Background: an optimization exercise with open tools, aiming at small area, a short achievable clock period and few clock cycles. Do not read the settings as production practice.
RTL that was checked went through simulation tests only; none was proved equivalent to the original.
For run 2, only the layout was checked, not whether the RTL still works.
Power figures rest on the tool's default switching activity, not on a simulated workload.

==> design/flow/flow/run.sh <==
#!/bin/bash
# Standard layout, with the ports buffered by buf cells instead of the delay
# buffer that buffer_ports picks by default.
export BUFFER_PORTS_ARGS="-buffer_cell sky130_fd_sc_hd__buf_2"
bash standard.sh > standard.log 2>&1
==> design/flow/standard.sh <==
#!/bin/bash
# synth_recipe.tcl (not shown) runs the flow's synth.tcl, then flattens the netlist and writes it again
# the make line also repeats each setting of config.mk as NAME=value (left out here)
make -C /OpenROAD-flow-scripts/flow DESIGN_CONFIG=/design/flow/config.mk WORK_HOME=/design/flow/orfs CLKGATE_MAP_FILE= SYNTH_SCRIPT=/design/flow/synth_recipe.tcl "${@:-finish}"
==> design/flow/config.mk <==
export PLATFORM = sky130hd
export DESIGN_NAME = fmultiplier
export DESIGN_NICKNAME = fmultiplier
export VERILOG_FILES = /design/flow/design.v
export SDC_FILE = /design/flow/constraint.sdc
export NUM_CORES = 4
export LEC_CHECK = 0
export ABC_AREA = 1
export CAP_MARGIN = 20
export CORE_MARGIN = 2
export CORE_UTILIZATION = 40
export PLACE_DENSITY = 0.6
export SETUP_SLACK_MARGIN = 4.0
export SLEW_MARGIN = 20
export SYNTH_HIERARCHICAL = 1
==> design/flow/constraint.sdc <==
create_clock -name core_clock -period 10.0 [get_ports {clk}]
set_input_delay 2.0000 -clock core_clock [delete_from_list [all_inputs] [get_ports {clk}]]
set_output_delay 2.0000 -clock core_clock [all_outputs]
set_load 0.01 [all_outputs]
==> design/flow/design.v <==
`timescale 1ns / 1ps
module fmultiplier(
    input  wire        clk,
    input  wire        rst,
    input  wire        valid,       
    input  wire [31:0] a,
    input  wire [31:0] b,
    output reg  [31:0] z,
    output reg         out_valid    
);
    function automatic [4:0] msb23(input [22:0] x);
        integer i;
        begin
            msb23 = 5'd0;
            for (i = 0; i < 23; i = i + 1)
                if (x[i]) msb23 = i[4:0];
        end
    endfunction
    function automatic [4:0] tz24(input [23:0] x);
        integer i;
        reg found;
        begin
            tz24 = 5'd24;
            found = 1'b0;
            for (i = 0; i < 24; i = i + 1)
                if (!found && x[i]) begin
                    tz24 = i[4:0];
                    found = 1'b1;
                end
        end
    endfunction
    wire        sa = a[31], sb = b[31];
    wire [7:0]  ea = a[30:23], eb = b[30:23];
    wire [22:0] fa = a[22:0], fb = b[22:0];
    wire a_ez = (ea == 8'h00), b_ez = (eb == 8'h00);
    wire a_eo = (ea == 8'hFF), b_eo = (eb == 8'hFF);
    wire a_fz = (fa == 23'd0), b_fz = (fb == 23'd0);
    wire a_nan  = a_eo & ~a_fz, b_nan  = b_eo & ~b_fz;
    wire a_inf  = a_eo &  a_fz, b_inf  = b_eo &  b_fz;
    wire a_zero = a_ez &  a_fz, b_zero = b_ez &  b_fz;
    wire is_nan  = a_nan | b_nan | (a_inf & b_zero) | (b_inf & a_zero);
    wire is_inf  = a_inf | b_inf;
    wire is_zero = a_zero | b_zero;
    wire [23:0] ma = {~a_ez, fa};
    wire [23:0] mb = {~b_ez, fb};
    wire [7:0]  xa = {ea[7:1], ea[0] | a_ez};
    wire [7:0]  xb = {eb[7:1], eb[0] | b_ez};
    wire [26:0] yb = {2'b00, mb, 1'b0};
    wire [12:0] bn;               
    wire [24:0] bm0, bm1, bm2, bm3, bm4, bm5, bm6, bm7, bm8, bm9, bm10, bm11, bm12;
    wire [24:0] bmx [0:12];
    genvar gi;
    generate
        for (gi = 0; gi < 13; gi = gi + 1) begin : g_booth
            wire d2 = yb[2*gi+2], d1 = yb[2*gi+1], d0 = yb[2*gi];
            wire one = d1 ^ d0;
            wire two = (d2 & ~d1 & ~d0) | (~d2 & d1 & d0);
            assign bn[gi] = d2 & ~(d1 & d0);
            assign bmx[gi] = (({25{one}} & {1'b0, ma}) | ({25{two}} & {ma, 1'b0})) ^ {25{bn[gi]}};
        end
    endgenerate
    assign bm0 = bmx[0];   assign bm1 = bmx[1];   assign bm2 = bmx[2];
    assign bm3 = bmx[3];   assign bm4 = bmx[4];   assign bm5 = bmx[5];
    assign bm6 = bmx[6];   assign bm7 = bmx[7];   assign bm8 = bmx[8];
    assign bm9 = bmx[9];   assign bm10 = bmx[10]; assign bm11 = bmx[11];
    assign bm12 = bmx[12];
    wire hs0, hc0;
    fmul_ha u_ha0 (.a(bn[8]), .b(bm0[16]), .s(hs0), .co(hc0));
    wire hs1, hc1;
    fmul_ha u_ha1 (.a(bm0[17]), .b(bm1[15]), .s(hs1), .co(hc1));
    wire fs0, fc0;
    fmul_fa u_fa0 (.a(bn[9]), .b(bm0[18]), .c(bm1[16]), .s(fs0), .co(fc0));
    wire hs2, hc2;
    fmul_ha u_ha2 (.a(bm2[14]), .b(bm3[12]), .s(hs2), .co(hc2));
    wire fs1, fc1;
    fmul_fa u_fa1 (.a(bm0[19]), .b(bm1[17]), .c(bm2[15]), .s(fs1), .co(fc1));
    wire hs3, hc3;
    fmul_ha u_ha3 (.a(bm3[13]), .b(bm4[11]), .s(hs3), .co(hc3));
    wire fs2, fc2;
    fmul_fa u_fa2 (.a(bn[10]), .b(bm0[20]), .c(bm1[18]), .s(fs2), .co(fc2));
    wire fs3, fc3;
    fmul_fa u_fa3 (.a(bm2[16]), .b(bm3[14]), .c(bm4[12]), .s(fs3), .co(fc3));
    wire hs4, hc4;
    fmul_ha u_ha4 (.a(bm5[10]), .b(bm6[8]), .s(hs4), .co(hc4));
    wire fs4, fc4;
    fmul_fa u_fa4 (.a(bm0[21]), .b(bm1[19]), .c(bm2[17]), .s(fs4), .co(fc4));
    wire fs5, fc5;
    fmul_fa u_fa5 (.a(bm3[15]), .b(bm4[13]), .c(bm5[11]), .s(fs5), .co(fc5));
    wire hs5, hc5;
    fmul_ha u_ha5 (.a(bm6[9]), .b(bm7[7]), .s(hs5), .co(hc5));
    wire fs6, fc6;
    fmul_fa u_fa6 (.a(bn[11]), .b(bm0[22]), .c(bm1[20]), .s(fs6), .co(fc6));
    wire fs7, fc7;
    fmul_fa u_fa7 (.a(bm2[18]), .b(bm3[16]), .c(bm4[14]), .s(fs7), .co(fc7));
    wire fs8, fc8;
    fmul_fa u_fa8 (.a(bm5[12]), .b(bm6[10]), .c(bm7[8]), .s(fs8), .co(fc8));
    wire hs6, hc6;
    fmul_ha u_ha6 (.a(bm8[6]), .b(bm9[4]), .s(hs6), .co(hc6));
    wire fs9, fc9;
    fmul_fa u_fa9 (.a(bm0[23]), .b(bm1[21]), .c(bm2[19]), .s(fs9), .co(fc9));
    wire fs10, fc10;
    fmul_fa u_fa10 (.a(bm3[17]), .b(bm4[15]), .c(bm5[13]), .s(fs10), .co(fc10));
    wire fs11, fc11;
    fmul_fa u_fa11 (.a(bm6[11]), .b(bm7[9]), .c(bm8[7]), .s(fs11), .co(fc11));
    wire hs7, hc7;
    fmul_ha u_ha7 (.a(bm9[5]), .b(bm10[3]), .s(hs7), .co(hc7));
    wire fs12, fc12;
    fmul_fa u_fa12 (.a(bm0[24]), .b(bm1[22]), .c(bm2[20]), .s(fs12), .co(fc12));
    wire fs13, fc13;
    fmul_fa u_fa13 (.a(bm3[18]), .b(bm4[16]), .c(bm5[14]), .s(fs13), .co(fc13));
    wire fs14, fc14;
    fmul_fa u_fa14 (.a(bm6[12]), .b(bm7[10]), .c(bm8[8]), .s(fs14), .co(fc14));
    wire fs15, fc15;
    fmul_fa u_fa15 (.a(bm9[6]), .b(bm10[4]), .c(bm11[2]), .s(fs15), .co(fc15));
    wire fs16, fc16;
    fmul_fa u_fa16 (.a(bn[0]), .b(bm1[23]), .c(bm2[21]), .s(fs16), .co(fc16));
    wire fs17, fc17;
    fmul_fa u_fa17 (.a(bm3[19]), .b(bm4[17]), .c(bm5[15]), .s(fs17), .co(fc17));
    wire fs18, fc18;
    fmul_fa u_fa18 (.a(bm6[13]), .b(bm7[11]), .c(bm8[9]), .s(fs18), .co(fc18));
    wire fs19, fc19;
    fmul_fa u_fa19 (.a(bm9[7]), .b(bm10[5]), .c(bm11[3]), .s(fs19), .co(fc19));
    wire fs20, fc20;
    fmul_fa u_fa20 (.a(bn[0]), .b(bm1[24]), .c(bm2[22]), .s(fs20), .co(fc20));
    wire fs21, fc21;
    fmul_fa u_fa21 (.a(bm3[20]), .b(bm4[18]), .c(bm5[16]), .s(fs21), .co(fc21));
    wire fs22, fc22;
    fmul_fa u_fa22 (.a(bm6[14]), .b(bm7[12]), .c(bm8[10]), .s(fs22), .co(fc22));
    wire fs23, fc23;
    fmul_fa u_fa23 (.a(bm9[8]), .b(bm10[6]), .c(bm11[4]), .s(fs23), .co(fc23));
    wire fs24, fc24;
    fmul_fa u_fa24 (.a(~bn[0]), .b(~bn[1]), .c(bm2[23]), .s(fs24), .co(fc24));
    wire fs25, fc25;
    fmul_fa u_fa25 (.a(bm3[21]), .b(bm4[19]), .c(bm5[17]), .s(fs25), .co(fc25));
    wire fs26, fc26;
    fmul_fa u_fa26 (.a(bm6[15]), .b(bm7[13]), .c(bm8[11]), .s(fs26), .co(fc26));
    wire fs27, fc27;
    fmul_fa u_fa27 (.a(bm9[9]), .b(bm10[7]), .c(bm11[5]), .s(fs27), .co(fc27));
    wire fs28, fc28;
    fmul_fa u_fa28 (.a(1'b1), .b(bm2[24]), .c(bm3[22]), .s(fs28), .co(fc28));
    wire fs29, fc29;
    fmul_fa u_fa29 (.a(bm4[20]), .b(bm5[18]), .c(bm6[16]), .s(fs29), .co(fc29));
    wire fs30, fc30;
    fmul_fa u_fa30 (.a(bm7[14]), .b(bm8[12]), .c(bm9[10]), .s(fs30), .co(fc30));
    wire hs8, hc8;
    fmul_ha u_ha8 (.a(bm10[8]), .b(bm11[6]), .s(hs8), .co(hc8));
    wire fs31, fc31;
    fmul_fa u_fa31 (.a(~bn[2]), .b(bm3[23]), .c(bm4[21]), .s(fs31), .co(fc31));
    wire fs32, fc32;
    fmul_fa u_fa32 (.a(bm5[19]), .b(bm6[17]), .c(bm7[15]), .s(fs32), .co(fc32));
    wire fs33, fc33;
    fmul_fa u_fa33 (.a(bm8[13]), .b(bm9[11]), .c(bm10[9]), .s(fs33), .co(fc33));
    wire fs34, fc34;
    fmul_fa u_fa34 (.a(1'b1), .b(bm3[24]), .c(bm4[22]), .s(fs34), .co(fc34));
    wire fs35, fc35;
    fmul_fa u_fa35 (.a(bm5[20]), .b(bm6[18]), .c(bm7[16]), .s(fs35), .co(fc35));
    wire hs9, hc9;
    fmul_ha u_ha9 (.a(bm8[14]), .b(bm9[12]), .s(hs9), .co(hc9));
    wire fs36, fc36;
    fmul_fa u_fa36 (.a(~bn[3]), .b(bm4[23]), .c(bm5[21]), .s(fs36), .co(fc36));
    wire fs37, fc37;
    fmul_fa u_fa37 (.a(bm6[19]), .b(bm7[17]), .c(bm8[15]), .s(fs37), .co(fc37));
    wire fs38, fc38;
    fmul_fa u_fa38 (.a(1'b1), .b(bm4[24]), .c(bm5[22]), .s(fs38), .co(fc38));
    wire hs10, hc10;
    fmul_ha u_ha10 (.a(bm6[20]), .b(bm7[18]), .s(hs10), .co(hc10));
    wire fs39, fc39;
    fmul_fa u_fa39 (.a(~bn[4]), .b(bm5[23]), .c(bm6[21]), .s(fs39), .co(fc39));
    wire hs11, hc11;
    fmul_ha u_ha11 (.a(1'b1), .b(bm5[24]), .s(hs11), .co(hc11));
    wire hs12, hc12;
    fmul_ha u_ha12 (.a(bn[5]), .b(bm0[10]), .s(hs12), .co(hc12));
    wire hs13, hc13;
    fmul_ha u_ha13 (.a(bm0[11]), .b(bm1[9]), .s(hs13), .co(hc13));
    wire fs40, fc40;
    fmul_fa u_fa40 (.a(bn[6]), .b(bm0[12]), .c(bm1[10]), .s(fs40), .co(fc40));
    wire hs14, hc14;
    fmul_ha u_ha14 (.a(bm2[8]), .b(bm3[6]), .s(hs14), .co(hc14));
    wire fs41, fc41;
    fmul_fa u_fa41 (.a(bm0[13]), .b(bm1[11]), .c(bm2[9]), .s(fs41), .co(fc41));
    wire hs15, hc15;
    fmul_ha u_ha15 (.a(bm3[7]), .b(bm4[5]), .s(hs15), .co(hc15));
    wire fs42, fc42;
    fmul_fa u_fa42 (.a(bn[7]), .b(bm0[14]), .c(bm1[12]), .s(fs42), .co(fc42));
    wire fs43, fc43;
    fmul_fa u_fa43 (.a(bm2[10]), .b(bm3[8]), .c(bm4[6]), .s(fs43), .co(fc43));
    wire hs16, hc16;
    fmul_ha u_ha16 (.a(bm5[4]), .b(bm6[2]), .s(hs16), .co(hc16));
    wire fs44, fc44;
    fmul_fa u_fa44 (.a(bm0[15]), .b(bm1[13]), .c(bm2[11]), .s(fs44), .co(fc44));
    wire fs45, fc45;
    fmul_fa u_fa45 (.a(bm3[9]), .b(bm4[7]), .c(bm5[5]), .s(fs45), .co(fc45));
    wire hs17, hc17;
    fmul_ha u_ha17 (.a(bm6[3]), .b(bm7[1]), .s(hs17), .co(hc17));
    wire fs46, fc46;
    fmul_fa u_fa46 (.a(bm1[14]), .b(bm2[12]), .c(bm3[10]), .s(fs46), .co(fc46));
    wire fs47, fc47;
    fmul_fa u_fa47 (.a(bm4[8]), .b(bm5[6]), .c(bm6[4]), .s(fs47), .co(fc47));
    wire fs48, fc48;
    fmul_fa u_fa48 (.a(bm7[2]), .b(bm8[0]), .c(hs0), .s(fs48), .co(fc48));
    wire fs49, fc49;
    fmul_fa u_fa49 (.a(bm2[13]), .b(bm3[11]), .c(bm4[9]), .s(fs49), .co(fc49));
    wire fs50, fc50;
    fmul_fa u_fa50 (.a(bm5[7]), .b(bm6[5]), .c(bm7[3]), .s(fs50), .co(fc50));
    wire fs51, fc51;
    fmul_fa u_fa51 (.a(bm8[1]), .b(hc0), .c(hs1), .s(fs51), .co(fc51));
    wire fs52, fc52;
    fmul_fa u_fa52 (.a(bm4[10]), .b(bm5[8]), .c(bm6[6]), .s(fs52), .co(fc52));
    wire fs53, fc53;
    fmul_fa u_fa53 (.a(bm7[4]), .b(bm8[2]), .c(bm9[0]), .s(fs53), .co(fc53));
    wire fs54, fc54;
    fmul_fa u_fa54 (.a(hc1), .b(hs2), .c(fs0), .s(fs54), .co(fc54));
    wire fs55, fc55;
    fmul_fa u_fa55 (.a(bm5[9]), .b(bm6[7]), .c(bm7[5]), .s(fs55), .co(fc55));
    wire fs56, fc56;
    fmul_fa u_fa56 (.a(bm8[3]), .b(bm9[1]), .c(hc2), .s(fs56), .co(fc56));
    wire fs57, fc57;
    fmul_fa u_fa57 (.a(hs3), .b(fc0), .c(fs1), .s(fs57), .co(fc57));
    wire fs58, fc58;
    fmul_fa u_fa58 (.a(bm7[6]), .b(bm8[4]), .c(bm9[2]), .s(fs58), .co(fc58));
    wire fs59, fc59;
    fmul_fa u_fa59 (.a(bm10[0]), .b(hc3), .c(hs4), .s(fs59), .co(fc59));
    wire fs60, fc60;
    fmul_fa u_fa60 (.a(fc1), .b(fs2), .c(fs3), .s(fs60), .co(fc60));
    wire fs61, fc61;
    fmul_fa u_fa61 (.a(bm8[5]), .b(bm9[3]), .c(bm10[1]), .s(fs61), .co(fc61));
    wire fs62, fc62;
    fmul_fa u_fa62 (.a(hc4), .b(hs5), .c(fc2), .s(fs62), .co(fc62));
    wire fs63, fc63;
    fmul_fa u_fa63 (.a(fc3), .b(fs4), .c(fs5), .s(fs63), .co(fc63));
    wire fs64, fc64;
    fmul_fa u_fa64 (.a(bm10[2]), .b(bm11[0]), .c(hc5), .s(fs64), .co(fc64));
    wire fs65, fc65;
    fmul_fa u_fa65 (.a(hs6), .b(fc4), .c(fc5), .s(fs65), .co(fc65));
    wire fs66, fc66;
    fmul_fa u_fa66 (.a(fs6), .b(fs7), .c(fs8), .s(fs66), .co(fc66));
    wire fs67, fc67;
    fmul_fa u_fa67 (.a(bm11[1]), .b(hc6), .c(hs7), .s(fs67), .co(fc67));
    wire fs68, fc68;
    fmul_fa u_fa68 (.a(fc6), .b(fc7), .c(fc8), .s(fs68), .co(fc68));
    wire fs69, fc69;
    fmul_fa u_fa69 (.a(fs9), .b(fs10), .c(fs11), .s(fs69), .co(fc69));
    wire fs70, fc70;
    fmul_fa u_fa70 (.a(bm12[0]), .b(hc7), .c(fc9), .s(fs70), .co(fc70));
    wire fs71, fc71;
    fmul_fa u_fa71 (.a(fc10), .b(fc11), .c(fs12), .s(fs71), .co(fc71));
    wire fs72, fc72;
    fmul_fa u_fa72 (.a(fs13), .b(fs14), .c(fs15), .s(fs72), .co(fc72));
    wire fs73, fc73;
    fmul_fa u_fa73 (.a(bm12[1]), .b(fc12), .c(fc13), .s(fs73), .co(fc73));
    wire fs74, fc74;
    fmul_fa u_fa74 (.a(fc14), .b(fc15), .c(fs16), .s(fs74), .co(fc74));
    wire fs75, fc75;
    fmul_fa u_fa75 (.a(fs17), .b(fs18), .c(fs19), .s(fs75), .co(fc75));
    wire fs76, fc76;
    fmul_fa u_fa76 (.a(bm12[2]), .b(fc16), .c(fc17), .s(fs76), .co(fc76));
    wire fs77, fc77;
    fmul_fa u_fa77 (.a(fc18), .b(fc19), .c(fs20), .s(fs77), .co(fc77));
    wire fs78, fc78;
    fmul_fa u_fa78 (.a(fs21), .b(fs22), .c(fs23), .s(fs78), .co(fc78));
    wire fs79, fc79;
    fmul_fa u_fa79 (.a(bm12[3]), .b(fc20), .c(fc21), .s(fs79), .co(fc79));
    wire fs80, fc80;
    fmul_fa u_fa80 (.a(fc22), .b(fc23), .c(fs24), .s(fs80), .co(fc80));
    wire fs81, fc81;
    fmul_fa u_fa81 (.a(fs25), .b(fs26), .c(fs27), .s(fs81), .co(fc81));
    wire fs82, fc82;
    fmul_fa u_fa82 (.a(bm12[4]), .b(hs8), .c(fc24), .s(fs82), .co(fc82));
    wire fs83, fc83;
    fmul_fa u_fa83 (.a(fc25), .b(fc26), .c(fc27), .s(fs83), .co(fc83));
    wire fs84, fc84;
    fmul_fa u_fa84 (.a(fs28), .b(fs29), .c(fs30), .s(fs84), .co(fc84));
    wire fs85, fc85;
    fmul_fa u_fa85 (.a(bm11[7]), .b(bm12[5]), .c(hc8), .s(fs85), .co(fc85));
    wire fs86, fc86;
    fmul_fa u_fa86 (.a(fc28), .b(fc29), .c(fc30), .s(fs86), .co(fc86));
    wire fs87, fc87;
    fmul_fa u_fa87 (.a(fs31), .b(fs32), .c(fs33), .s(fs87), .co(fc87));
    wire fs88, fc88;
    fmul_fa u_fa88 (.a(bm10[10]), .b(bm11[8]), .c(bm12[6]), .s(fs88), .co(fc88));
    wire fs89, fc89;
    fmul_fa u_fa89 (.a(hs9), .b(fc31), .c(fc32), .s(fs89), .co(fc89));
    wire fs90, fc90;
    fmul_fa u_fa90 (.a(fc33), .b(fs34), .c(fs35), .s(fs90), .co(fc90));
    wire fs91, fc91;
    fmul_fa u_fa91 (.a(bm9[13]), .b(bm10[11]), .c(bm11[9]), .s(fs91), .co(fc91));
    wire fs92, fc92;
    fmul_fa u_fa92 (.a(bm12[7]), .b(hc9), .c(fc34), .s(fs92), .co(fc92));
    wire fs93, fc93;
    fmul_fa u_fa93 (.a(fc35), .b(fs36), .c(fs37), .s(fs93), .co(fc93));
    wire fs94, fc94;
    fmul_fa u_fa94 (.a(bm8[16]), .b(bm9[14]), .c(bm10[12]), .s(fs94), .co(fc94));
    wire fs95, fc95;
    fmul_fa u_fa95 (.a(bm11[10]), .b(bm12[8]), .c(hs10), .s(fs95), .co(fc95));
    wire fs96, fc96;
    fmul_fa u_fa96 (.a(fc36), .b(fc37), .c(fs38), .s(fs96), .co(fc96));
    wire fs97, fc97;
    fmul_fa u_fa97 (.a(bm7[19]), .b(bm8[17]), .c(bm9[15]), .s(fs97), .co(fc97));
    wire fs98, fc98;
    fmul_fa u_fa98 (.a(bm10[13]), .b(bm11[11]), .c(bm12[9]), .s(fs98), .co(fc98));
    wire fs99, fc99;
    fmul_fa u_fa99 (.a(hc10), .b(fc38), .c(fs39), .s(fs99), .co(fc99));
    wire fs100, fc100;
    fmul_fa u_fa100 (.a(bm6[22]), .b(bm7[20]), .c(bm8[18]), .s(fs100), .co(fc100));
    wire fs101, fc101;
    fmul_fa u_fa101 (.a(bm9[16]), .b(bm10[14]), .c(bm11[12]), .s(fs101), .co(fc101));
    wire fs102, fc102;
    fmul_fa u_fa102 (.a(bm12[10]), .b(hs11), .c(fc39), .s(fs102), .co(fc102));
    wire fs103, fc103;
    fmul_fa u_fa103 (.a(~bn[5]), .b(bm6[23]), .c(bm7[21]), .s(fs103), .co(fc103));
    wire fs104, fc104;
    fmul_fa u_fa104 (.a(bm8[19]), .b(bm9[17]), .c(bm10[15]), .s(fs104), .co(fc104));
    wire fs105, fc105;
    fmul_fa u_fa105 (.a(bm11[13]), .b(bm12[11]), .c(hc11), .s(fs105), .co(fc105));
    wire fs106, fc106;
    fmul_fa u_fa106 (.a(1'b1), .b(bm6[24]), .c(bm7[22]), .s(fs106), .co(fc106));
    wire fs107, fc107;
    fmul_fa u_fa107 (.a(bm8[20]), .b(bm9[18]), .c(bm10[16]), .s(fs107), .co(fc107));
    wire hs18, hc18;
    fmul_ha u_ha18 (.a(bm11[14]), .b(bm12[12]), .s(hs18), .co(hc18));
    wire fs108, fc108;
    fmul_fa u_fa108 (.a(~bn[6]), .b(bm7[23]), .c(bm8[21]), .s(fs108), .co(fc108));
    wire fs109, fc109;
    fmul_fa u_fa109 (.a(bm9[19]), .b(bm10[17]), .c(bm11[15]), .s(fs109), .co(fc109));
    wire fs110, fc110;
    fmul_fa u_fa110 (.a(1'b1), .b(bm7[24]), .c(bm8[22]), .s(fs110), .co(fc110));
    wire hs19, hc19;
    fmul_ha u_ha19 (.a(bm9[20]), .b(bm10[18]), .s(hs19), .co(hc19));
    wire fs111, fc111;
    fmul_fa u_fa111 (.a(~bn[7]), .b(bm8[23]), .c(bm9[21]), .s(fs111), .co(fc111));
    wire hs20, hc20;
    fmul_ha u_ha20 (.a(1'b1), .b(bm8[24]), .s(hs20), .co(hc20));
    wire hs21, hc21;
    fmul_ha u_ha21 (.a(bn[3]), .b(bm0[6]), .s(hs21), .co(hc21));
    wire hs22, hc22;
    fmul_ha u_ha22 (.a(bm0[7]), .b(bm1[5]), .s(hs22), .co(hc22));
    wire fs112, fc112;
    fmul_fa u_fa112 (.a(bn[4]), .b(bm0[8]), .c(bm1[6]), .s(fs112), .co(fc112));
    wire hs23, hc23;
    fmul_ha u_ha23 (.a(bm2[4]), .b(bm3[2]), .s(hs23), .co(hc23));
    wire fs113, fc113;
    fmul_fa u_fa113 (.a(bm0[9]), .b(bm1[7]), .c(bm2[5]), .s(fs113), .co(fc113));
    wire hs24, hc24;
    fmul_ha u_ha24 (.a(bm3[3]), .b(bm4[1]), .s(hs24), .co(hc24));
    wire fs114, fc114;
    fmul_fa u_fa114 (.a(bm1[8]), .b(bm2[6]), .c(bm3[4]), .s(fs114), .co(fc114));
    wire fs115, fc115;
    fmul_fa u_fa115 (.a(bm4[2]), .b(bm5[0]), .c(hs12), .s(fs115), .co(fc115));
    wire fs116, fc116;
    fmul_fa u_fa116 (.a(bm2[7]), .b(bm3[5]), .c(bm4[3]), .s(fs116), .co(fc116));
    wire fs117, fc117;
    fmul_fa u_fa117 (.a(bm5[1]), .b(hc12), .c(hs13), .s(fs117), .co(fc117));
    wire fs118, fc118;
    fmul_fa u_fa118 (.a(bm4[4]), .b(bm5[2]), .c(bm6[0]), .s(fs118), .co(fc118));
    wire fs119, fc119;
    fmul_fa u_fa119 (.a(hc13), .b(hs14), .c(fs40), .s(fs119), .co(fc119));
    wire fs120, fc120;
    fmul_fa u_fa120 (.a(bm5[3]), .b(bm6[1]), .c(hc14), .s(fs120), .co(fc120));
    wire fs121, fc121;
    fmul_fa u_fa121 (.a(hs15), .b(fc40), .c(fs41), .s(fs121), .co(fc121));
    wire fs122, fc122;
    fmul_fa u_fa122 (.a(bm7[0]), .b(hc15), .c(hs16), .s(fs122), .co(fc122));
    wire fs123, fc123;
    fmul_fa u_fa123 (.a(fc41), .b(fs42), .c(fs43), .s(fs123), .co(fc123));
    wire fs124, fc124;
    fmul_fa u_fa124 (.a(hc16), .b(hs17), .c(fc42), .s(fs124), .co(fc124));
    wire fs125, fc125;
    fmul_fa u_fa125 (.a(fc43), .b(fs44), .c(fs45), .s(fs125), .co(fc125));
    wire fs126, fc126;
    fmul_fa u_fa126 (.a(hc17), .b(fc44), .c(fc45), .s(fs126), .co(fc126));
    wire fs127, fc127;
    fmul_fa u_fa127 (.a(fs46), .b(fs47), .c(fs48), .s(fs127), .co(fc127));
    wire fs128, fc128;
    fmul_fa u_fa128 (.a(fc46), .b(fc47), .c(fs49), .s(fs128), .co(fc128));
    wire fs129, fc129;
    fmul_fa u_fa129 (.a(fs50), .b(fc48), .c(fs51), .s(fs129), .co(fc129));
    wire fs130, fc130;
    fmul_fa u_fa130 (.a(fc49), .b(fc50), .c(fs52), .s(fs130), .co(fc130));
    wire fs131, fc131;
    fmul_fa u_fa131 (.a(fs53), .b(fc51), .c(fs54), .s(fs131), .co(fc131));
    wire fs132, fc132;
    fmul_fa u_fa132 (.a(fc52), .b(fc53), .c(fs55), .s(fs132), .co(fc132));
    wire fs133, fc133;
    fmul_fa u_fa133 (.a(fs56), .b(fc54), .c(fs57), .s(fs133), .co(fc133));
    wire fs134, fc134;
    fmul_fa u_fa134 (.a(fc55), .b(fs58), .c(fc56), .s(fs134), .co(fc134));
    wire fs135, fc135;
    fmul_fa u_fa135 (.a(fs59), .b(fc57), .c(fs60), .s(fs135), .co(fc135));
    wire fs136, fc136;
    fmul_fa u_fa136 (.a(fc58), .b(fs61), .c(fc59), .s(fs136), .co(fc136));
    wire fs137, fc137;
    fmul_fa u_fa137 (.a(fc60), .b(fs62), .c(fs63), .s(fs137), .co(fc137));
    wire fs138, fc138;
    fmul_fa u_fa138 (.a(fc61), .b(fs64), .c(fc62), .s(fs138), .co(fc138));
    wire fs139, fc139;
    fmul_fa u_fa139 (.a(fc63), .b(fs65), .c(fs66), .s(fs139), .co(fc139));
    wire fs140, fc140;
    fmul_fa u_fa140 (.a(fc64), .b(fs67), .c(fc65), .s(fs140), .co(fc140));
    wire fs141, fc141;
    fmul_fa u_fa141 (.a(fc66), .b(fs68), .c(fs69), .s(fs141), .co(fc141));
    wire fs142, fc142;
    fmul_fa u_fa142 (.a(fc67), .b(fc68), .c(fc69), .s(fs142), .co(fc142));
    wire fs143, fc143;
    fmul_fa u_fa143 (.a(fs70), .b(fs71), .c(fs72), .s(fs143), .co(fc143));
    wire fs144, fc144;
    fmul_fa u_fa144 (.a(fc70), .b(fc71), .c(fc72), .s(fs144), .co(fc144));
    wire fs145, fc145;
    fmul_fa u_fa145 (.a(fs73), .b(fs74), .c(fs75), .s(fs145), .co(fc145));
    wire fs146, fc146;
    fmul_fa u_fa146 (.a(fc73), .b(fc74), .c(fc75), .s(fs146), .co(fc146));
    wire fs147, fc147;
    fmul_fa u_fa147 (.a(fs76), .b(fs77), .c(fs78), .s(fs147), .co(fc147));
    wire fs148, fc148;
    fmul_fa u_fa148 (.a(fc76), .b(fc77), .c(fc78), .s(fs148), .co(fc148));
    wire fs149, fc149;
    fmul_fa u_fa149 (.a(fs79), .b(fs80), .c(fs81), .s(fs149), .co(fc149));
    wire fs150, fc150;
    fmul_fa u_fa150 (.a(fc79), .b(fc80), .c(fc81), .s(fs150), .co(fc150));
    wire fs151, fc151;
    fmul_fa u_fa151 (.a(fs82), .b(fs83), .c(fs84), .s(fs151), .co(fc151));
    wire fs152, fc152;
    fmul_fa u_fa152 (.a(fs85), .b(fc82), .c(fc83), .s(fs152), .co(fc152));
    wire fs153, fc153;
    fmul_fa u_fa153 (.a(fc84), .b(fs86), .c(fs87), .s(fs153), .co(fc153));
    wire fs154, fc154;
    fmul_fa u_fa154 (.a(fs88), .b(fc85), .c(fc86), .s(fs154), .co(fc154));
    wire fs155, fc155;
    fmul_fa u_fa155 (.a(fc87), .b(fs89), .c(fs90), .s(fs155), .co(fc155));
    wire fs156, fc156;
    fmul_fa u_fa156 (.a(fc88), .b(fs91), .c(fc89), .s(fs156), .co(fc156));
    wire fs157, fc157;
    fmul_fa u_fa157 (.a(fc90), .b(fs92), .c(fs93), .s(fs157), .co(fc157));
    wire fs158, fc158;
    fmul_fa u_fa158 (.a(fc91), .b(fs94), .c(fs95), .s(fs158), .co(fc158));
    wire fs159, fc159;
    fmul_fa u_fa159 (.a(fc92), .b(fc93), .c(fs96), .s(fs159), .co(fc159));
    wire fs160, fc160;
    fmul_fa u_fa160 (.a(fc94), .b(fs97), .c(fs98), .s(fs160), .co(fc160));
    wire fs161, fc161;
    fmul_fa u_fa161 (.a(fc95), .b(fc96), .c(fs99), .s(fs161), .co(fc161));
    wire fs162, fc162;
    fmul_fa u_fa162 (.a(fc97), .b(fc98), .c(fs100), .s(fs162), .co(fc162));
    wire fs163, fc163;
    fmul_fa u_fa163 (.a(fs101), .b(fc99), .c(fs102), .s(fs163), .co(fc163));
    wire fs164, fc164;
    fmul_fa u_fa164 (.a(fc100), .b(fc101), .c(fs103), .s(fs164), .co(fc164));
    wire fs165, fc165;
    fmul_fa u_fa165 (.a(fs104), .b(fs105), .c(fc102), .s(fs165), .co(fc165));
    wire fs166, fc166;
    fmul_fa u_fa166 (.a(hs18), .b(fc103), .c(fc104), .s(fs166), .co(fc166));
    wire fs167, fc167;
    fmul_fa u_fa167 (.a(fs106), .b(fs107), .c(fc105), .s(fs167), .co(fc167));
    wire fs168, fc168;
    fmul_fa u_fa168 (.a(bm12[13]), .b(hc18), .c(fc106), .s(fs168), .co(fc168));
    wire fs169, fc169;
    fmul_fa u_fa169 (.a(fc107), .b(fs108), .c(fs109), .s(fs169), .co(fc169));
    wire fs170, fc170;
    fmul_fa u_fa170 (.a(bm11[16]), .b(bm12[14]), .c(hs19), .s(fs170), .co(fc170));
    wire fs171, fc171;
    fmul_fa u_fa171 (.a(fc108), .b(fc109), .c(fs110), .s(fs171), .co(fc171));
    wire fs172, fc172;
    fmul_fa u_fa172 (.a(bm10[19]), .b(bm11[17]), .c(bm12[15]), .s(fs172), .co(fc172));
    wire fs173, fc173;
    fmul_fa u_fa173 (.a(hc19), .b(fc110), .c(fs111), .s(fs173), .co(fc173));
    wire fs174, fc174;
    fmul_fa u_fa174 (.a(bm9[22]), .b(bm10[20]), .c(bm11[18]), .s(fs174), .co(fc174));
    wire fs175, fc175;
    fmul_fa u_fa175 (.a(bm12[16]), .b(hs20), .c(fc111), .s(fs175), .co(fc175));
    wire fs176, fc176;
    fmul_fa u_fa176 (.a(~bn[8]), .b(bm9[23]), .c(bm10[21]), .s(fs176), .co(fc176));
    wire fs177, fc177;
    fmul_fa u_fa177 (.a(bm11[19]), .b(bm12[17]), .c(hc20), .s(fs177), .co(fc177));
    wire fs178, fc178;
    fmul_fa u_fa178 (.a(1'b1), .b(bm9[24]), .c(bm10[22]), .s(fs178), .co(fc178));
    wire hs25, hc25;
    fmul_ha u_ha25 (.a(bm11[20]), .b(bm12[18]), .s(hs25), .co(hc25));
    wire fs179, fc179;
    fmul_fa u_fa179 (.a(~bn[9]), .b(bm10[23]), .c(bm11[21]), .s(fs179), .co(fc179));
    wire hs26, hc26;
    fmul_ha u_ha26 (.a(1'b1), .b(bm10[24]), .s(hs26), .co(hc26));
    wire hs27, hc27;
    fmul_ha u_ha27 (.a(bn[2]), .b(bm0[4]), .s(hs27), .co(hc27));
    wire hs28, hc28;
    fmul_ha u_ha28 (.a(bm0[5]), .b(bm1[3]), .s(hs28), .co(hc28));
    wire fs180, fc180;
    fmul_fa u_fa180 (.a(bm1[4]), .b(bm2[2]), .c(bm3[0]), .s(fs180), .co(fc180));
    wire fs181, fc181;
    fmul_fa u_fa181 (.a(bm2[3]), .b(bm3[1]), .c(hc21), .s(fs181), .co(fc181));
    wire fs182, fc182;
    fmul_fa u_fa182 (.a(bm4[0]), .b(hc22), .c(hs23), .s(fs182), .co(fc182));
    wire fs183, fc183;
    fmul_fa u_fa183 (.a(hc23), .b(hs24), .c(fc112), .s(fs183), .co(fc183));
    wire fs184, fc184;
    fmul_fa u_fa184 (.a(hc24), .b(fc113), .c(fs114), .s(fs184), .co(fc184));
    wire fs185, fc185;
    fmul_fa u_fa185 (.a(fc114), .b(fs116), .c(fc115), .s(fs185), .co(fc185));
    wire fs186, fc186;
    fmul_fa u_fa186 (.a(fc116), .b(fs118), .c(fc117), .s(fs186), .co(fc186));
    wire fs187, fc187;
    fmul_fa u_fa187 (.a(fc118), .b(fs120), .c(fc119), .s(fs187), .co(fc187));
    wire fs188, fc188;
    fmul_fa u_fa188 (.a(fc120), .b(fs122), .c(fc121), .s(fs188), .co(fc188));
    wire fs189, fc189;
    fmul_fa u_fa189 (.a(fc122), .b(fc123), .c(fs124), .s(fs189), .co(fc189));
    wire fs190, fc190;
    fmul_fa u_fa190 (.a(fc124), .b(fc125), .c(fs126), .s(fs190), .co(fc190));
    wire fs191, fc191;
    fmul_fa u_fa191 (.a(fc126), .b(fs128), .c(fc127), .s(fs191), .co(fc191));
    wire fs192, fc192;
    fmul_fa u_fa192 (.a(fc128), .b(fs130), .c(fc129), .s(fs192), .co(fc192));
    wire fs193, fc193;
    fmul_fa u_fa193 (.a(fc130), .b(fs132), .c(fc131), .s(fs193), .co(fc193));
    wire fs194, fc194;
    fmul_fa u_fa194 (.a(fc132), .b(fs134), .c(fc133), .s(fs194), .co(fc194));
    wire fs195, fc195;
    fmul_fa u_fa195 (.a(fc134), .b(fs136), .c(fc135), .s(fs195), .co(fc195));
    wire fs196, fc196;
    fmul_fa u_fa196 (.a(fc136), .b(fs138), .c(fc137), .s(fs196), .co(fc196));
    wire fs197, fc197;
    fmul_fa u_fa197 (.a(fc138), .b(fs140), .c(fc139), .s(fs197), .co(fc197));
    wire fs198, fc198;
    fmul_fa u_fa198 (.a(fc140), .b(fc141), .c(fs142), .s(fs198), .co(fc198));
    wire fs199, fc199;
    fmul_fa u_fa199 (.a(fc142), .b(fc143), .c(fs144), .s(fs199), .co(fc199));
    wire fs200, fc200;
    fmul_fa u_fa200 (.a(fc144), .b(fc145), .c(fs146), .s(fs200), .co(fc200));
    wire fs201, fc201;
    fmul_fa u_fa201 (.a(fc146), .b(fc147), .c(fs148), .s(fs201), .co(fc201));
    wire fs202, fc202;
    fmul_fa u_fa202 (.a(fc148), .b(fc149), .c(fs150), .s(fs202), .co(fc202));
    wire fs203, fc203;
    fmul_fa u_fa203 (.a(fc150), .b(fs152), .c(fc151), .s(fs203), .co(fc203));
    wire fs204, fc204;
    fmul_fa u_fa204 (.a(fc152), .b(fs154), .c(fc153), .s(fs204), .co(fc204));
    wire fs205, fc205;
    fmul_fa u_fa205 (.a(fc154), .b(fs156), .c(fc155), .s(fs205), .co(fc205));
    wire fs206, fc206;
    fmul_fa u_fa206 (.a(fs158), .b(fc156), .c(fc157), .s(fs206), .co(fc206));
    wire fs207, fc207;
    fmul_fa u_fa207 (.a(fs160), .b(fc158), .c(fc159), .s(fs207), .co(fc207));
    wire fs208, fc208;
    fmul_fa u_fa208 (.a(fc160), .b(fs162), .c(fc161), .s(fs208), .co(fc208));
    wire fs209, fc209;
    fmul_fa u_fa209 (.a(fc162), .b(fs164), .c(fc163), .s(fs209), .co(fc209));
    wire fs210, fc210;
    fmul_fa u_fa210 (.a(fc164), .b(fs166), .c(fs167), .s(fs210), .co(fc210));
    wire fs211, fc211;
    fmul_fa u_fa211 (.a(fc166), .b(fs168), .c(fs169), .s(fs211), .co(fc211));
    wire fs212, fc212;
    fmul_fa u_fa212 (.a(fs170), .b(fc168), .c(fc169), .s(fs212), .co(fc212));
    wire fs213, fc213;
    fmul_fa u_fa213 (.a(fs172), .b(fc170), .c(fc171), .s(fs213), .co(fc213));
    wire fs214, fc214;
    fmul_fa u_fa214 (.a(fc172), .b(fs174), .c(fc173), .s(fs214), .co(fc214));
    wire fs215, fc215;
    fmul_fa u_fa215 (.a(fc174), .b(fs176), .c(fs177), .s(fs215), .co(fc215));
    wire fs216, fc216;
    fmul_fa u_fa216 (.a(hs25), .b(fc176), .c(fs178), .s(fs216), .co(fc216));
    wire fs217, fc217;
    fmul_fa u_fa217 (.a(bm12[19]), .b(hc25), .c(fc178), .s(fs217), .co(fc217));
    wire fs218, fc218;
    fmul_fa u_fa218 (.a(bm11[22]), .b(bm12[20]), .c(hs26), .s(fs218), .co(fc218));
    wire fs219, fc219;
    fmul_fa u_fa219 (.a(~bn[10]), .b(bm11[23]), .c(bm12[21]), .s(fs219), .co(fc219));
    wire hs29, hc29;
    fmul_ha u_ha29 (.a(1'b1), .b(bm11[24]), .s(hs29), .co(hc29));
    wire hs30, hc30;
    fmul_ha u_ha30 (.a(bn[1]), .b(bm0[2]), .s(hs30), .co(hc30));
    wire hs31, hc31;
    fmul_ha u_ha31 (.a(bm0[3]), .b(bm1[1]), .s(hs31), .co(hc31));
    wire fs220, fc220;
    fmul_fa u_fa220 (.a(bm1[2]), .b(bm2[0]), .c(hs27), .s(fs220), .co(fc220));
    wire fs221, fc221;
    fmul_fa u_fa221 (.a(bm2[1]), .b(hc27), .c(hs28), .s(fs221), .co(fc221));
    wire fs222, fc222;
    fmul_fa u_fa222 (.a(hc28), .b(hs21), .c(fs180), .s(fs222), .co(fc222));
    wire fs223, fc223;
    fmul_fa u_fa223 (.a(hs22), .b(fc180), .c(fs181), .s(fs223), .co(fc223));
    wire fs224, fc224;
    fmul_fa u_fa224 (.a(fs112), .b(fc181), .c(fs182), .s(fs224), .co(fc224));
    wire fs225, fc225;
    fmul_fa u_fa225 (.a(fs113), .b(fc182), .c(fs183), .s(fs225), .co(fc225));
    wire fs226, fc226;
    fmul_fa u_fa226 (.a(fs115), .b(fc183), .c(fs184), .s(fs226), .co(fc226));
    wire fs227, fc227;
    fmul_fa u_fa227 (.a(fs117), .b(fc184), .c(fs185), .s(fs227), .co(fc227));
    wire fs228, fc228;
    fmul_fa u_fa228 (.a(fs119), .b(fc185), .c(fs186), .s(fs228), .co(fc228));
    wire fs229, fc229;
    fmul_fa u_fa229 (.a(fs121), .b(fc186), .c(fs187), .s(fs229), .co(fc229));
    wire fs230, fc230;
    fmul_fa u_fa230 (.a(fs123), .b(fc187), .c(fs188), .s(fs230), .co(fc230));
    wire fs231, fc231;
    fmul_fa u_fa231 (.a(fs125), .b(fc188), .c(fs189), .s(fs231), .co(fc231));
    wire fs232, fc232;
    fmul_fa u_fa232 (.a(fs127), .b(fc189), .c(fs190), .s(fs232), .co(fc232));
    wire fs233, fc233;
    fmul_fa u_fa233 (.a(fs129), .b(fc190), .c(fs191), .s(fs233), .co(fc233));
    wire fs234, fc234;
    fmul_fa u_fa234 (.a(fs131), .b(fc191), .c(fs192), .s(fs234), .co(fc234));
    wire fs235, fc235;
    fmul_fa u_fa235 (.a(fs133), .b(fc192), .c(fs193), .s(fs235), .co(fc235));
    wire fs236, fc236;
    fmul_fa u_fa236 (.a(fs135), .b(fc193), .c(fs194), .s(fs236), .co(fc236));
    wire fs237, fc237;
    fmul_fa u_fa237 (.a(fs137), .b(fc194), .c(fs195), .s(fs237), .co(fc237));
    wire fs238, fc238;
    fmul_fa u_fa238 (.a(fs139), .b(fc195), .c(fs196), .s(fs238), .co(fc238));
    wire fs239, fc239;
    fmul_fa u_fa239 (.a(fs141), .b(fc196), .c(fs197), .s(fs239), .co(fc239));
    wire fs240, fc240;
    fmul_fa u_fa240 (.a(fs143), .b(fc197), .c(fs198), .s(fs240), .co(fc240));
    wire fs241, fc241;
    fmul_fa u_fa241 (.a(fs145), .b(fc198), .c(fs199), .s(fs241), .co(fc241));
    wire fs242, fc242;
    fmul_fa u_fa242 (.a(fs147), .b(fc199), .c(fs200), .s(fs242), .co(fc242));
    wire fs243, fc243;
    fmul_fa u_fa243 (.a(fs149), .b(fc200), .c(fs201), .s(fs243), .co(fc243));
    wire fs244, fc244;
    fmul_fa u_fa244 (.a(fs151), .b(fc201), .c(fs202), .s(fs244), .co(fc244));
    wire fs245, fc245;
    fmul_fa u_fa245 (.a(fs153), .b(fc202), .c(fs203), .s(fs245), .co(fc245));
    wire fs246, fc246;
    fmul_fa u_fa246 (.a(fs155), .b(fc203), .c(fs204), .s(fs246), .co(fc246));
    wire fs247, fc247;
    fmul_fa u_fa247 (.a(fs157), .b(fc204), .c(fs205), .s(fs247), .co(fc247));
    wire fs248, fc248;
    fmul_fa u_fa248 (.a(fs159), .b(fc205), .c(fs206), .s(fs248), .co(fc248));
    wire fs249, fc249;
    fmul_fa u_fa249 (.a(fs161), .b(fc206), .c(fs207), .s(fs249), .co(fc249));
    wire fs250, fc250;
    fmul_fa u_fa250 (.a(fs163), .b(fc207), .c(fs208), .s(fs250), .co(fc250));
    wire fs251, fc251;
    fmul_fa u_fa251 (.a(fs165), .b(fs209), .c(fc208), .s(fs251), .co(fc251));
    wire fs252, fc252;
    fmul_fa u_fa252 (.a(fc165), .b(fs210), .c(fc209), .s(fs252), .co(fc252));
    wire fs253, fc253;
    fmul_fa u_fa253 (.a(fc167), .b(fs211), .c(fc210), .s(fs253), .co(fc253));
    wire fs254, fc254;
    fmul_fa u_fa254 (.a(fs171), .b(fc211), .c(fs212), .s(fs254), .co(fc254));
    wire fs255, fc255;
    fmul_fa u_fa255 (.a(fs173), .b(fc212), .c(fs213), .s(fs255), .co(fc255));
    wire fs256, fc256;
    fmul_fa u_fa256 (.a(fs175), .b(fc213), .c(fs214), .s(fs256), .co(fc256));
    wire fs257, fc257;
    fmul_fa u_fa257 (.a(fc175), .b(fs215), .c(fc214), .s(fs257), .co(fc257));
    wire fs258, fc258;
    fmul_fa u_fa258 (.a(fc177), .b(fs216), .c(fc215), .s(fs258), .co(fc258));
    wire fs259, fc259;
    fmul_fa u_fa259 (.a(fs179), .b(fc216), .c(fs217), .s(fs259), .co(fc259));
    wire fs260, fc260;
    fmul_fa u_fa260 (.a(fc179), .b(fs218), .c(fc217), .s(fs260), .co(fc260));
    wire fs261, fc261;
    fmul_fa u_fa261 (.a(hc26), .b(fs219), .c(fc218), .s(fs261), .co(fc261));
    wire fs262, fc262;
    fmul_fa u_fa262 (.a(bm12[22]), .b(hs29), .c(fc219), .s(fs262), .co(fc262));
    wire fs263, fc263;
    fmul_fa u_fa263 (.a(~bn[11]), .b(bm12[23]), .c(hc29), .s(fs263), .co(fc263));
    wire [47:0] s_row = {fs263, fs262, fs261, fc259, fs259, fs258, fs257, fc255, fc254, fs254, fs253, fs252, fc250, fc249, fc248, fc247, fc246, fc245, fc244, fc243, fc242, fc241, fc240, fc239, fc238, fc237, fc236, fc235, fc234, fc233, fc232, fc231, fc230, fc229, fc228, fc227, fc226, fc225, fc224, fc223, fc222, fc221, fc220, hc31, hc30, bm1[0], bm0[1], bn[0]};
    wire [47:0] c_row = {fc262, fc261, fc260, fs260, fc258, fc257, fc256, fs256, fs255, fc253, fc252, fc251, fs251, fs250, fs249, fs248, fs247, fs246, fs245, fs244, fs243, fs242, fs241, fs240, fs239, fs238, fs237, fs236, fs235, fs234, fs233, fs232, fs231, fs230, fs229, fs228, fs227, fs226, fs225, fs224, fs223, fs222, fs221, fs220, hs31, hs30, 1'b0, bm0[0]};
    wire [4:0]  ka  = msb23(fa), kb = msb23(fb);    
    wire [5:0]  tzs = tz24(ma) + tz24(mb);          
    wire [8:0]  xs  = {1'b0, xa} + {1'b0, xb};
    wire signed [10:0] u_nn = $signed({2'b00, xs}) - 11'sd128;
    wire signed [10:0] u_an = $signed({3'b000, xb}) + $signed({6'd0, ka}) - 11'sd150;
    wire signed [10:0] u_bn = $signed({3'b000, xa}) + $signed({6'd0, kb}) - 11'sd150;
    wire signed [10:0] u  = a_ez ? u_an : (b_ez ? u_bn : u_nn);
    wire        nrm = ~u[10];                       
    wire [4:0]  t1  = a_ez ? ka : (b_ez ? kb : 5'd23);    
    wire signed [10:0] t2 = 11'sd151 - $signed({2'b00, xs});    
    wire        t2big = (xs < 9'd88);               
    wire [5:0]  t2c = t2big ? 6'd63 : t2[5:0];
    wire [5:0]  tsh = nrm ? {1'b0, t1} : t2c;       
    wire [7:0]  e_0 = nrm ? u[7:0] : 8'd0;          
    wire        ovf_hi = nrm & (u >= 11'sd254);
    wire        ovf_eq = nrm & (u == 11'sd253);
    wire        special = is_nan | is_inf | is_zero;
    wire        slow = ~special & (a_ez | b_ez | u_nn[10]);
    localparam K = 16;
    wire [K:0]  p_lo = {1'b0, s_row[K-1:0]} + {1'b0, c_row[K-1:0]};
    reg [47:K] r_s, r_c;
    reg [K-1:0] r_plo;
    reg        r_cy;
    reg [5:0]  r_tsh;
    reg [5:0]  r_tzs;
    reg [7:0]  r_e0;
    reg        r_ovh, r_ove, r_sz, r_nan, r_inf, r_zero, r_slow;
    reg        r_v1;              
    reg        r_v2;              
    reg [47:22] r_q;              
    wire        hold = r_v1 & r_slow;
    always @(posedge clk) begin
        r_s    <= s_row[47:K];
        r_c    <= c_row[47:K];
        r_plo  <= p_lo[K-1:0];
        r_cy   <= p_lo[K];
    end
    always @(posedge clk) begin
        if (!hold) begin
            r_e0   <= e_0;
            r_tsh  <= tsh;
            r_tzs  <= tzs;
            r_ovh  <= ovf_hi & ~is_zero;
            r_ove  <= ovf_eq & ~is_zero;
            r_sz   <= sa ^ sb;
            r_nan  <= is_nan;
            r_inf  <= is_inf;
            r_zero <= is_zero;
            r_slow <= slow;
        end
    end
    always @(posedge clk or posedge rst) begin
        if (rst) begin
            r_v1 <= 1'b0;
            r_v2 <= 1'b0;
        end else begin
            r_v1 <= valid;
            r_v2 <= r_v1 & r_slow;
        end
    end
    wire [47:K] p_hi = r_s + r_c + {{(47-K){1'b0}}, r_cy};
    wire [47:0] p = {p_hi, r_plo};
    wire [70:0] x  = {p, 23'd0};
    wire [70:0] qx = x >> r_tsh;
    always @(posedge clk) r_q <= qx[47:22];
    wire [47:22] q = r_v2 ? r_q : p[47:22];
    wire [7:0]  e_1 = r_e0 + 8'd1;
    wire [7:0]  e_2 = r_e0 + 8'd2;
    wire        st1 = (r_tzs < r_tsh);
    wire        st0 = (r_tzs + 6'd1 < r_tsh);
    wire        inc_h = q[23] & (st1 | q[24]);
    wire [30:0] pk_h0 = {e_2, q[46:24]};
    wire [30:0] pk_h1 = pk_h0 + 31'd1;
    wire [30:0] pk_h  = inc_h ? pk_h1 : pk_h0;
    wire        inc_l = q[22] & (st0 | q[23]);
    wire [30:0] pk_l0 = {(q[46] ? e_1 : r_e0), q[45:23]};
    wire [30:0] pk_l1 = pk_l0 + 31'd1;
    wire [30:0] pk_l  = inc_l ? pk_l1 : pk_l0;
    wire [30:0] pk    = q[47] ? pk_h : pk_l;
    wire        ovf   = r_ovh | (r_ove & q[47]);
    always @(*) out_valid = (r_v1 & ~r_slow) | r_v2;
    always @(*) begin
        if (r_nan)
            z = 32'h7FC0_0000;
        else if (r_inf | ovf)
            z = {r_sz, 8'hFF, 23'd0};
        else if (r_zero)
            z = {r_sz, 31'd0};
        else
            z = {r_sz, pk};
    end
endmodule
module fmul_fa(input wire a, input wire b, input wire c, output wire s, output wire co);
    assign s  = a ^ b ^ c;
    assign co = (a & b) | (a & c) | (b & c);
endmodule
module fmul_ha(input wire a, input wire b, output wire s, output wire co);
    assign s  = a ^ b;
    assign co = a & b;
endmodule
==> flow_metrics.env, run 1 <==
export IMPL_dieWidth_um=260
export IMPL_wl_met1_um=40800
export IMPL_synth_common_cells="740 x nand2_1, 370 x inv_1, 331 x xor2_1, 327 x nand3_1, 281 x o22ai_1"
export IMPL_arrival_ns=6.27
export IMPL_power_density_nw_per_um2=389
export IMPL_async_flop_share=0.0147
export IMPL_drc=0
export IMPL_wl_met3_um=9190
export IMPL_timing_hold_ws_ns=0.807
export IMPL_drt_initial_drc_count=2832
export IMPL_antenna_left=0
export IMPL_synth_ff_type="dfxtp_1"
export IMPL_cts_hold_buffers_added=0
export IMPL_avgSynthCellArea_um2=7.14
export IMPL_start_util=0.405
export IMPL_htree_levels=4
export IMPL_grt_max_degree=54
export IMPL_place_ws_ns=2.67
export IMPL_clockBufferDepth=2
export IMPL_core_area_um2=64600
export IMPL_antenna_found_initial=4
export IMPL_met2RoutedLength_um=43100
export IMPL_outcome="timing/DRC/antenna clean"
export IMPL_placed_area_um2=27500
export IMPL_slowest_delay_ns=0.67
export IMPL_required_ns=10.32
export IMPL_tightest_slew_ns=1.18
export IMPL_crit_path_end="r_c[34]"
export IMPL_portBuffers=99
export IMPL_cp_cell_sequence="buf_2 -> ha_1 -> clkinvlp_2 -> o22ai_1 -> xor2_1 -> fa_1 -> fa_1 -> fa_1 -> fa_1 -> fa_1"
export IMPL_leakage_nw=13.6
export IMPL_synth_cell_types=60
export IMPL_r2r_start="r_s[16]"
export IMPL_setup_viol=0
export IMPL_max_slew_margin=0.210
export IMPL_drive_above_1_share=0.136
export IMPL_cp_max_fo=11
export IMPL_crit_slowest_cell="clkinvlp_2"
export IMPL_first_pass_iters=6
export IMPL_path_clk_slew_ns=0.07
export IMPL_synth_top_area_share=0.207
export IMPL_fillerInstances=6636
export IMPL_setup_tns_final_ns=0
export IMPL_grt_overflow_total=0
export IMPL_vdd_drop_max_mv=0.208
export IMPL_dieHeight_um=260
export IMPL_clock_root_buffer="clkbuf_16"
export IMPL_crit_start="b[11]"
export IMPL_insertion_delay_ns=0.45
export IMPL_wire_per_inst_um=21.2
export IMPL_area_delta_synth_final_pct=11.9
export IMPL_gp_congestion=0.956
export IMPL_vias=26100
export IMPL_core_rowCount=93
export IMPL_yosysTopAreaCell="fa_1"
export IMPL_grt_setup_unrepaired="yes"
export IMPL_grt_usage=0.281
export IMPL_start_kind="input port"
export IMPL_synthCells=3663
export IMPL_end_kind="flop"
export IMPL_routed_wl_um=97500
export IMPL_hold_viol=0
export IMPL_cts_buffers=17
export IMPL_fin_skew_ns=0.0176
export IMPL_fmax_ghz=0.168
export IMPL_final_cell_area_um2=29300
export IMPL_drv_cap=0
export IMPL_die_area_um2=67500
export IMPL_viasPerCell=5.68
export IMPL_fin_crit_sh=0.595
export IMPL_crit_top_cell="fa_1"
export IMPL_synth_edff_count=27
export IMPL_ioPinCount=100
export IMPL_synth_seq_cells=136
export IMPL_yosys_warnings=7
export IMPL_ff2ff_path_depth=19
export IMPL_r2r_end="r_q[38]"
export IMPL_synth_most_common_cell="nand2_1"
export IMPL_seq_area_frac_synth=0.115
export IMPL_fin_crit_ns=5.95
export IMPL_grt_pass1_vias=24800
export IMPL_critPathKind="in2reg"
export IMPL_dp_hpwl_um=71600
export IMPL_ys_top_cells_by_area="fa_1 21%, xor2_1 11%, nand2_1 11%"
export IMPL_slew_viol_final=0
export IMPL_hp_class="reg2reg"
export IMPL_cts_tree="done"
export IMPL_numClockSinks=136
export IMPL_netlist_area_um2=26200
export IMPL_setup_ws_ns=4.05
export IMPL_fin_nets=4211
export IMPL_top_layer="met5"
export IMPL_grt_pass1_wl_um=146000
export IMPL_r2r_slack_ns=6.80
-- Yosys stat by module (local to each module, per instance) --
module / flops+latches / cell area (µm²) / cells inside
fmul_fa: 0 / 20.0 / 1
fmul_ha: 0 / 12.5 / 1
fmultiplier: 136 / 20500 / 3367
-- layout by cell type, fill, tap and decap left out, types with 6 or more instances in the layout --
cell,instances
a21oi_1,98
a31oi_1,8
and2_1,6
buf_2,99
buf_4,97
clkbuf_16,19
clkinv_1,24
clkinvlp_4,17
conb_1,10
dfxtp_1,107
edfxtp_1,27
fa_1,267
ha_1,139
ha_2,9
inv_1,357
inv_2,30
inv_6,6
inv_8,6
mux2i_1,8
nand2_1,712
nand2_2,51
nand2_4,11
nand3_1,314
nand3_2,17
nand4_1,30
nor2_1,238
nor2_2,39
nor2_4,30
nor3_1,14
o211ai_1,25
o21ai_0,134
o21ai_1,13
o21bai_1,11
o22ai_1,281
or2_2,24
xnor2_1,23
xor2_1,330
-- cell type report --
| type | count | area, µm² | share of cell area |
|---|---|---|---|
| repair buffers | 209 | 1440 | 0.0492 |
| flip-flops and latches | 136 | 3000 | 0.103 |
| well taps | 855 | 1070 | 0.0365 |
| clock buffers | 17 | 425 | 0.0145 |
| clock inverters | 15 | 195 | 0.00667 |
| multi-input cells | 2925 | 21400 | 0.732 |
| repair inverters | 8 | 52.6 | 0.00180 |
| diodes | 1 | 2.50 | 0.0000855 |
| inverters | 427 | 1660 | 0.0568 |
-- metal layers --
| layer | vias up | track usage |
|---|---|---|
| met2 | 1331 | 0.445 |
| met3 | 257 | 0.0587 |
| met4 | 2 | 0.102 |
| met1 | 12300 | 0.376 |
| met5 | - | 0 |
| li1 | 12200 | - |
-- worst min-delay path by stage --
stage	to	startpoint	cells past startpoint	slack (ns)
2_1_floorplan	r_q[47]	r_tsh[5]	1	0.46
6_report	r_q[47]	r_tsh[5]	1	0.81
3_5_place_dp	r_q[47]	r_tsh[5]	1	0.78
3_3_place_gp	r_q[47]	r_tsh[5]	1	0.78
4_1_cts	r_q[47]	r_tsh[5]	1	0.80
5_1_grt	r_q[47]	r_tsh[5]	1	0.80
-- timing repair --
item	4_1_cts	5_1_grt
setup buffers	10	42
resized for setup	41	131
endpoints found under the setup margin	56	72
pin swaps	9	29
cloned	1	12
endpoints found under the hold margin	0	0
-- power breakdown --
group          total, mW  internal [mW]  switching (mW)  leakage (nW)
clock              0.670          0.382           0.287         0.303
sequential          1.05          0.929           0.119          1.21
combinational       9.66           3.46            6.20          12.1
-- worst max-delay path: cells and delay by family --
family | cells | cell delay (ns)
AOI/OAI and AO/OA | 1 | 0.41
buffers and inverters | 2 | 0.80
xor gates and xnor gates | 1 | 0.22
adders and majority gates | 6 | 2.84
-- registers in the layout (all words and copies together), names as in the netlist --
name    cells
r_v2        1
r_ove       1
r_e0        8
r_c        32
r_plo      16
r_ovh       1
r_slow      1
r_s        32
r_tzs       6
r_cy        1
r_zero      1
r_inf       1
r_q        26
r_sz        1
r_v1        1
r_nan       1
r_tsh       6
-- stage by stage --
step                std cells   util  power (mW)
detailed placement       4495  0.426        10.1
floorplan                3672      -        7.33
finish                   4593  0.453        11.4
CTS                      4538  0.439        10.9
global route             4592  0.453        12.5
global placement         4495  0.426        10.0
-- logic make-up (layout without fill, tap and decap cells) --
logic type / Yosys count / after routing / synth area share
AOI/OAI and AO/OA: 615 / 615 / 0.139
other: 1 / 11 / 0.000143
xor gates and xnor gates: 354 / 354 / 0.119
buffers and inverters: 614 / 676 / 0.0892
muxes: 8 / 8 / 0.00306
adders and majority gates: 420 / 420 / 0.278
and+or+nand+nor: 1515 / 1518 / 0.257
DFF: 136 / 136 / 0.115
Testbench counts, summed over its fixed seeds: cycles 16,137.
==> inputs of run 2 (changes only) <==
--- a/design/flow/design.v
+++ b/design/flow/design.v
@@ -676,7 +676,7 @@
     wire        ovf_eq = nrm & (u == 11'sd253);
     wire        special = is_nan | is_inf | is_zero;
     wire        slow = ~special & (a_ez | b_ez | u_nn[10]);
-    localparam K = 16;
+    localparam K = 12;
     wire [K:0]  p_lo = {1'b0, s_row[K-1:0]} + {1'b0, c_row[K-1:0]};
     reg [47:K] r_s, r_c;
     reg [K-1:0] r_plo;
==> flow_metrics.env, run 2 <==
export IMPL_outcome="timing/DRC/antenna clean"
export IMPL_synth_seq_cells=140
export IMPL_cts_buffers=17
export IMPL_path_clk_slew_ns=0.07
export IMPL_synth_edff_count=27
export IMPL_cp_num_buf_inv=2
export IMPL_clkPwrFrac=0.058
export IMPL_final_cell_area_um2=29600
export IMPL_drv_cap=0
export IMPL_grt_usage=0.288
export IMPL_crit_top_cell="fa_1"
export IMPL_grt_pass1_vias=25100
export IMPL_p_sw_frac=0.588
export IMPL_start_kind="input port"
export IMPL_synth_most_common_cell="nand2_1"
export IMPL_antenna_left=0
export IMPL_layout_commonest_cell="nand2_1"
export IMPL_slowest_delay_ns=0.84
export IMPL_p_sw_mw=6.72
export IMPL_utilization=0.450
export IMPL_numClockSinks=140
export IMPL_gp_congestion=0.946
export IMPL_synth_cell_types=64
export IMPL_insertion_delay_ns=0.48
export IMPL_drc=0
export IMPL_setup_tns_final_ns=0
export IMPL_synth_common_cells="807 x nand2_1, 355 x inv_1, 331 x xor2_1, 294 x nand3_1, 283 x o22ai_1"
export IMPL_slew_viol_final=0
export IMPL_fillerInstances=6712
export IMPL_dp_hpwl_um=73900
export IMPL_required_ns=10.36
export IMPL_fmax_ghz=0.170
export IMPL_synth_ff_type="dfxtp_1"
export IMPL_drive_above_1_share=0.140
export IMPL_power_frac_comb=0.848
export IMPL_first_pass_iters=5
export IMPL_die_area_um2=68400
export IMPL_fin_crit_ns=5.87
export IMPL_core_area_um2=65700
export IMPL_power_density_nw_per_um2=387
export IMPL_critPathKind="in2reg"
export IMPL_hold_viol=0
export IMPL_p_total_mw=11.4
export IMPL_tightest_slew_ns=1.18
export IMPL_routed_wl_um=99400
export IMPL_vdd_drop_max_mv=0.199
export IMPL_grt_setup_unrepaired="yes"
export IMPL_wire_per_inst_um=21.4
export IMPL_cp_cell_sequence="buf_2 -> ha_1 -> inv_1 -> o22ai_1 -> xor2_1 -> fa_1 -> fa_1 -> fa_1 -> fa_1 -> fa_1"
export IMPL_end_kind="flop"
export IMPL_leakage_nw=13.8
export IMPL_async_flop_share=0.0143
export IMPL_max_slew_margin=0.213
export IMPL_ioPinCount=100
export IMPL_synth_top_area_share=0.204
export IMPL_cp_max_fo=23
export IMPL_avgSynthCellArea_um2=7.13
export IMPL_largestRegisters="r_c (36), r_s (36), r_q (26)"
export IMPL_viasPerCell=5.66
export IMPL_crit_slowest_cell="inv_1"
export IMPL_htree_levels=4
export IMPL_fin_skew_ns=0.0128
export IMPL_yosysTopAreaCell="fa_1"
export IMPL_clockBufferDepth=2
export IMPL_path_delay_family="adder cells"
export IMPL_p_int_mw=4.72
export IMPL_antenna_found_initial=6
export IMPL_grt_pass1_wl_um=150000
export IMPL_arrival_ns=6.23
export IMPL_fin_crit_sh=0.587
export IMPL_layout_common_cells="777 x nand2_1, 348 x inv_1, 331 x xor2_1"
export IMPL_power_frac_seq=0.094
export IMPL_vias=26300
export IMPL_hp_class="reg2reg"
export IMPL_ys_top_cells_by_area="fa_1 20%, nand2_1 11%, xor2_1 11%"
export IMPL_portBuffers=99
export IMPL_regArea_um2=3090
export IMPL_yosys_warnings=7
export IMPL_fin_nets=4255
export IMPL_seq_area_frac_synth=0.116
export IMPL_dieHeight_um=262
export IMPL_area_delta_synth_final_pct=11.5
export IMPL_clock_root_buffer="clkbuf_16"
export IMPL_grt_overflow_total=0
export IMPL_setup_viol=0
export IMPL_cts_tree="done"
export IMPL_drt_initial_drc_count=2768
export IMPL_dieWidth_um=262
export IMPL_netlist_area_um2=26500
export IMPL_grt_max_degree=59
export IMPL_placed_area_um2=27900
export IMPL_synthCells=3723
export IMPL_core_rowCount=94
export IMPL_start_util=0.404
export IMPL_multi_input_area_um2=21800
==> run 2: power groups by stage <==
stage	registers (mW)	logic (mW)	clock network (mW)
after floorplan	1.02	6.41	0
after global placement	1.09	8.95	0
after detailed placement	1.08	9.06	0
after CTS	1.08	9.25	0.674
after global routing	1.11	10.8	0.696
final	1.08	9.70	0.659
==> run 2: layer usage <==
layer / track usage / vias to the layer above / routed length, µm
li1: - / 12300 / -
met1: 0.388 / 12400 / 42600
met2: 0.439 / 1307 / 43000
met3: 0.0614 / 271 / 8450
met4: 0.140 / 0 / 5440
met5: 0 / - / 0
==> run 2: Yosys stat by module (local to each module, per instance) <==
module       cells  copies in the design  flip-flops and latches  cell area (µm²)
fmul_fa          1                   264                       0             20.0
fmul_ha          1                    32                       0             12.5
fmultiplier   3427                     1                     140            20900
==> run 2: path summary, 6_finish.rpt <==
| path | slack [ns] | cells past startpoint | to | startpoint |
|---|---|---|---|---|
| hold / removal | 0.61 | 2 | r_v2 | r_v1 |
| min in group asynchronous | 1.36 | 2 | r_v1 | rst |
| hold reg to reg | 0.61 | 2 | r_v2 | r_v1 |
| max in group asynchronous | 8.49 | 2 | r_v2 | rst |
| setup / recovery | 4.13 | 10 | r_c[28] | b[13] |
| setup reg to reg | 6.66 | 15 | r_q[24] | r_cy |
==> run 2: tightest hold or removal path, cell delays in order (launching register included) <==
cell,delay (ns)
dfrtp_1,0.35
nand2_1,0.13
inv_1,0.09
==> run 2: logic make-up (layout without fill, tap and decap cells) <==
kind of cell | count (synthesis) | count (layout) | share of synthesized area
mux | 8 | 8 | 0.00302
xor+xnor | 353 | 353 | 0.117
flops | 140 | 140 | 0.116
compound gates | 624 | 624 | 0.139
other cells | 1 | 12 | 0.000141
fa+ha+maj | 420 | 420 | 0.274
simple gates | 1569 | 1569 | 0.264
buf+inv | 608 | 657 | 0.0871
==> run 2: timing repair <==
action	CTS	global route
setup endpoints to repair	54	48
buffers inserted	13	35
gates cloned	0	3
pin swaps	19	51
endpoints found under the hold margin	0	0
resized for setup	46	131
hold buffers	0	0
==> run 2: metrics by stage <==
stage	hold WS (ns)	std cells	setup WS (ns)
2_1_floorplan	0.522	3732	4.00
3_3_place_gp	0.562	4562	3.01
3_5_place_dp	0.564	4562	2.91
4_1_cts	0.597	4607	4.00
5_1_grt	0.641	4647	3.94
6_report	0.612	4647	4.13
==> run 2: cell type report <==
cell class                      instances  share of cell area
Antenna cell                            2            0.000169
Clock buffer                           17              0.0144
Clock inverter                         15             0.00609
Inverter                              420              0.0546
Multi-Input combinational cell       2984               0.736
Sequential cell                       140               0.104
Tap cell                              864              0.0365
Timing Repair Buffer                  205              0.0484

[port drivers added, routing unchanged]
No port has a modelled driver above. Below, the same layouts with a new extraction and two added sets of constraints.
Step 1 sets driving cells, clkbuf_16 on the clock port and buf_2 on the other inputs (assumed; they add their load-dependent delay and slew).
Step 2 also shifts input and output timing later by t, the mid clock arrival at the registers, as if the neighbouring blocks saw the same clock.
a / b / c = ideal ports / drivers / drivers and shift; a / b = the first two.
run	t (ns)	slack for setup (ns)	latest minus earliest clock arrival (ns)	slew at the worst register clock pin (ns)
run 1	0.504	4.053 / 4.094 / 3.590	0.018 / 0.018	0.08 / 0.08
run 2	0.542	4.131 / 4.085 / 3.608	0.018 / 0.018	0.07 / 0.07
After both steps setup and hold are still met in every run listed. For run 2, which loses most, drivers alone change the setup slack by -0.046 ns; drivers and shift together by -0.523 ns.
